This design comes from an exercise in tuning for small area and a short achievable clock period on the open sky130 flow, not from production work.
Power and IR drop assume default switching activity.

## lane 1
==> flow/design.v <==
`timescale 1ns / 1ns
module alu8_top(
    input            clk,
    input      [7:0] regA,
    input      [7:0] regB,
    input      [4:0] opcode,
    input      [7:0] flagsIn,
    output reg [7:0] res,
    output reg [7:0] flagsOut
);
    reg [7:0] regA_q, regB_q, flagsIn_q;
    reg [4:0] opcode_q;
    wire [7:0] res_d, flagsOut_d;
    alu8 u_alu(
        .regA(regA_q),
        .regB(regB_q),
        .opcode(opcode_q),
        .flagsIn(flagsIn_q),
        .res(res_d),
        .flagsOut(flagsOut_d)
    );
    always @(posedge clk) begin
        regA_q    <= regA;
        regB_q    <= regB;
        opcode_q  <= opcode;
        flagsIn_q <= flagsIn;
        res       <= res_d;
        flagsOut  <= flagsOut_d;
    end
endmodule

`timescale 1ns / 1ns
module alu8(
    input [7:0] regA, regB,
    input [4:0] opcode,
    input [7:0] flagsIn,
    output [7:0] res,
    output [7:0] flagsOut
);
    wire [7:0] A = regA;
    wire [7:0] B = regB;
    wire [4:0] op = opcode;
    wire cin = flagsIn[4];
    wire hin = flagsIn[5];
    wire nin = flagsIn[6];
    wire hi0 = ~op[4] & ~op[3];                         
    wire opAdd   = hi0 & ~op[2] & ~op[1];               
    wire opSub   = hi0 & ~op[2] & op[1];                
    wire opCP    = hi0 & op[2] & ~op[1] & ~op[0];       
    wire opAND   = hi0 & op[2] & ~op[1] & op[0];        
    wire opOR    = hi0 & op[2] & op[1] & ~op[0];        
    wire opXOR   = hi0 & op[2] & op[1] & op[0];         
    wire opRot   = ~op[4] & op[3];                      
    wire hi2 = op[4] & ~op[3];                          
    wire opSLA  = hi2 & (op[2:0] == 3'd0);
    wire opSRx  = hi2 & ~op[2] & (op[1] ^ op[0]);       
    wire opSWAP = hi2 & (op[2:0] == 3'd3);
    wire opBIT  = hi2 & (op[2:0] == 3'd4);
    wire opRES  = hi2 & (op[2:0] == 3'd5);
    wire opSET  = hi2 & (op[2:0] == 3'd6);
    wire opCCF  = hi2 & (op[2:0] == 3'd7);
    wire hi3 = op[4] & op[3];                           
    wire opSCF = hi3 & (op[2:0] == 3'd0);
    wire opDAA = hi3 & (op[2:0] == 3'd1);
    wire opCPL = hi3 & (op[2:0] == 3'd2);
    wire opArith = opAdd | opSub | opCP;
    wire sub     = opSub | opCP;
    wire opLeft  = (opRot & ~op[0]) | opSLA;
    wire opRight = (opRot & op[0]) | opSRx;
    wire daaLo = (~nin & A[3] & (A[2] | A[1])) | hin;
    wire [7:0] dOff = {1'b0, cin, cin, 1'b0, 1'b0, daaLo, daaLo, 1'b0} ^ {8{nin}};
    wire [7:0] bsel = 8'b1 << B[2:0];
    wire mB  = op[2] ? (op[1] | op[0]) : ~op[1];
    wire yB  = hi0 & mB;                                
    wire yNB = hi0 & ~mB;                               
    wire [7:0] Y = ({8{yB}} & B) | ({8{yNB}} & ~B) | {8{opCPL}}
                 | ({8{opDAA}} & dOff) | ({8{opSET}} & bsel) | ({8{opRES}} & ~bsel);
    wire c0 = (opAdd & op[0] & cin) | (opSub & ~(op[0] & cin)) | opCP | (opDAA & nin);
    wire [7:0] g = A & Y;
    wire [7:0] t = A | Y;
    wire [7:0] p = A ^ Y;
    wire g0 = g[0] | (t[0] & c0);
    wire G10 = g[1] | (t[1] & g0);
    wire G32 = g[3] | (t[3] & g[2]), P32 = t[3] & t[2];
    wire G54 = g[5] | (t[5] & g[4]), P54 = t[5] & t[4];
    wire G76 = g[7] | (t[7] & g[6]), P76 = t[7] & t[6];
    wire G20 = g[2] | (t[2] & G10);
    wire G30 = G32 | (P32 & G10);
    wire G64 = g[6] | (t[6] & G54), P64 = t[6] & P54;
    wire G74 = G76 | (P76 & G54), P74 = P76 & P54;
    wire G40 = g[4] | (t[4] & G30);
    wire G50 = G54 | (P54 & G30);
    wire G60 = G64 | (P64 & G30);
    wire G70 = G74 | (P74 & G30);
    wire [8:0] c = {G70, G60, G50, G40, G30, G20, G10, g0, c0};
    wire [7:0] sum = p ^ c[7:0];
    wire sumZ = &(~(p ^ {t[6:0], c0}));
    wire lbit = ~op[4] & (op[2] ? A[7] : cin);
    wire rbit = op[4] ? (~op[1] & A[7]) : (op[2] ? A[0] : cin);
    wire sumEn = opAdd | opSub | opDAA;
    wire [7:0] other =
          ({8{opAND | opRES}} & g)
        | ({8{opOR | opSET}} & t)
        | ({8{opXOR | opCPL}} & p)
        | ({8{opLeft}} & {A[6:0], lbit})
        | ({8{opRight}} & {rbit, A[7:1]})
        | ({8{opSWAP}} & {A[3:0], A[7:4]});
    assign res = ({8{sumEn}} & sum) | other;
    wire bitZ = ~A[B[2:0]];
    wire otherZEn = opAND | opOR | opXOR | (opRot & ~op[1]) | opSLA | opSRx | opSWAP;
    wire fZ = (opArith & sumZ) | (otherZEn & ~|other) | ((opBIT | opDAA) & bitZ);
    wire fN = sub | opCPL | (opDAA & nin);
    wire fH = (opArith & (c[4] ^ sub)) | opAND | opCPL;
    wire fC = (opArith & (c[8] ^ sub)) | (opLeft & A[7]) | (opRight & A[0]) | (opCCF & ~cin) | opSCF | (opDAA & nin);
    assign flagsOut = {fZ, fN, fH, fC, 4'b0};
endmodule
==> flow/config.mk <==
export PLATFORM = sky130hd
export DESIGN_NAME = alu8_top
export DESIGN_NICKNAME = alu8_top
export VERILOG_FILES = /design/flow/design.v
export SDC_FILE = /design/flow/constraint.sdc
export NUM_CORES = 4
export LEC_CHECK = 0
export CAP_MARGIN = 20
export CORE_MARGIN = 2
export CORE_UTILIZATION = 40
export SETUP_SLACK_MARGIN = 3.6
export SLEW_MARGIN = 20
==> flow/constraint.sdc <==
create_clock -name core_clock -period 6.0 [get_ports {clk}]
set_input_delay 1.2000 -clock core_clock [delete_from_list [all_inputs] [get_ports {clk}]]
set_output_delay 1.2000 -clock core_clock [all_outputs]
set_load 0.01 [all_outputs]
standard.sh (not shown) runs the stock make flow with config.mk's settings and CLKGATE_MAP_FILE= SYNTH_SCRIPT=/design/flow/synth_recipe.tcl, a recipe that flattens the netlist after the stock synthesis.
==> flow/flow/run.sh <==
#!/bin/bash
# Own layout flow: the standard ORFS flow (standard.sh), with
#  - adder-cell extraction (ADDER_MAP_FILE) off, so ABC maps all logic,
#  - ABC run with flow/abc.script instead of ORFS's abc_speed/abc_area,
#  - port buffers of a chosen cell, and CTS without dummy loads.
# Each tool's output goes to its own log under orfs/logs; make's output
# goes to flow_make.log.
set -o pipefail
HERE=$(pwd)
source "$HERE/flow/settings.sh"
# ORFS synth.tcl with only the ABC script changed
sed "s#log_cmd abc {\*}\$abc_args#log_cmd abc -script $HERE/flow/abc.script {*}[lrange \$abc_args 2 end]#" \
    "$FLOW_HOME/scripts/synth.tcl" > "$HERE/synth_mod.tcl"
grep -q "flow/abc.script" "$HERE/synth_mod.tcl" || { echo "synth.tcl patch failed"; exit 1; }
# The standard flow's synthesis script, sourcing the patched synth.tcl
sed "s#\$::env(SCRIPTS_DIR)/synth.tcl#$HERE/synth_mod.tcl#" synth_recipe.tcl > "$HERE/my_synth.tcl"
grep -q "synth_mod.tcl" "$HERE/my_synth.tcl" || { echo "synth_recipe.tcl patch failed"; exit 1; }
bash standard.sh SYNTH_SCRIPT="$HERE/my_synth.tcl" ADDER_MAP_FILE= \
    "BUFFER_PORTS_ARGS=$BUFFER_PORTS_ARGS" "CTS_ARGS=$CTS_ARGS" $EXTRA finish > flow_make.log 2>&1
==> flow/flow/abc.script <==
strash
dch
map -B 0.9
topo
stime -c
buffer -c
upsize -c
dnsize -c
==> flow/flow/settings.sh <==
BUFFER_PORTS_ARGS="-buffer_cell sky130_fd_sc_hd__buf_1"
CTS_ARGS="-sink_clustering_enable -repair_clock_nets -dont_use_dummy_load"
EXTRA=""
Here is what was changed in the inputs of lane 2 compared with lane 1.
-- flow/design.v --
<<< lane 1, line 71
    wire [7:0] dOff = {1'b0, cin, cin, 1'b0, 1'b0, daaLo, daaLo, 1'b0} ^ {8{nin}};
    wire [7:0] bsel = 8'b1 << B[2:0];
    wire mB  = op[2] ? (op[1] | op[0]) : ~op[1];
    wire yB  = hi0 & mB;                                
    wire yNB = hi0 & ~mB;                               
    wire [7:0] Y = ({8{yB}} & B) | ({8{yNB}} & ~B) | {8{opCPL}}
                 | ({8{opDAA}} & dOff) | ({8{opSET}} & bsel) | ({8{opRES}} & ~bsel);
>>> lane 2, line 71
    wire [7:0] dOff = {1'b0, cin, cin, 1'b0, 1'b0, daaLo, daaLo, 1'b0} ^ {8{nin}};
    wire [7:0] bsel = 8'b1 << B[2:0];
    wire yB  = opAdd | opAND | opOR | opXOR;            
    wire yNB = sub;                                     
    wire [7:0] Y = ({8{yB}} & B) | ({8{yNB}} & ~B) | {8{opCPL}}
                 | ({8{opDAA}} & dOff) | ({8{opSET}} & bsel) | ({8{opRES}} & ~bsel);
<<< lane 1, line 106
        | ({8{opRight}} & {rbit, A[7:1]})
        | ({8{opSWAP}} & {A[3:0], A[7:4]});
    assign res = ({8{sumEn}} & sum) | other;
    wire bitZ = ~A[B[2:0]];
    wire otherZEn = opAND | opOR | opXOR | (opRot & ~op[1]) | opSLA | opSRx | opSWAP;
>>> lane 2, line 105
        | ({8{opRight}} & {rbit, A[7:1]})
        | ({8{opSWAP}} & {A[3:0], A[7:4]});
    wire [7:0] r1 = ({8{sumEn}} & ~p) | other;
    wire [7:0] r0 = ({8{sumEn}} & p) | other;
    assign res = (c[7:0] & r1) | (~c[7:0] & r0);
    wire bitZ = ~A[B[2:0]];
    wire otherZEn = opAND | opOR | opXOR | (opRot & ~op[1]) | opSLA | opSRx | opSWAP;
==> comparison <==
Each of the runs, namely lane 2 and lane 1, reached the end of the flow and came out clean. Fraction of power spent switching nets was higher in the run labelled lane 1. The run showing the greater number of fill cells is lane 2. Compared with lane 1, lane 2 shows a lower overall fraction of global-route tracks in use. Comparing combinational cell power for lane 2 and lane 1, the bigger number came from lane 2. Re area of the die: lane 2 and lane 1 aren't equal, and the higher value belongs to lane 2. Clock share of power, lane 2 and lane 1, lower one = lane 2. Higher number of cells in the finished layout apart from fillers was reported by lane 2, not lane 1. Between lane 1 and lane 2, the total power figures differ only marginally. Against lane 1, lane 2 reports a worst setup timing slack at the placement stage that is lower.
No run of this note included a check of the RTL's function; only the layout flow was run.

-- re-timing with driven ports --
Ports are ideal in the flow. The routed layouts listed here were re-timed in OpenROAD.
Step 1 sets driving cells, clkbuf_16 on the clock port and buf_2 on the other inputs (assumed; they add their load-dependent delay and slew).
Step 2 times the ports against the registers' clock, not the clock port: input delays grow and output delays shrink by t, the midpoint of the rising clock arrivals with the driver on.
Slacks: no drivers / after step 1 / after step 2; pairs: no drivers / after step 1.
run | t, ns | setup slack, ns | worst setup path at the end | latest minus earliest clock arrival (ns) | worst register clock-pin slew, ns
lane 1 | 0.324 | 3.753 / 3.753 / 3.753 | register to register | 0.008 / 0.008 | 0.07 / 0.07
lane 2 | 0.316 | 3.830 / 3.830 / 3.830 | register to register | 0.019 / 0.018 | 0.07 / 0.07
After both steps setup and hold are still met in every run listed.
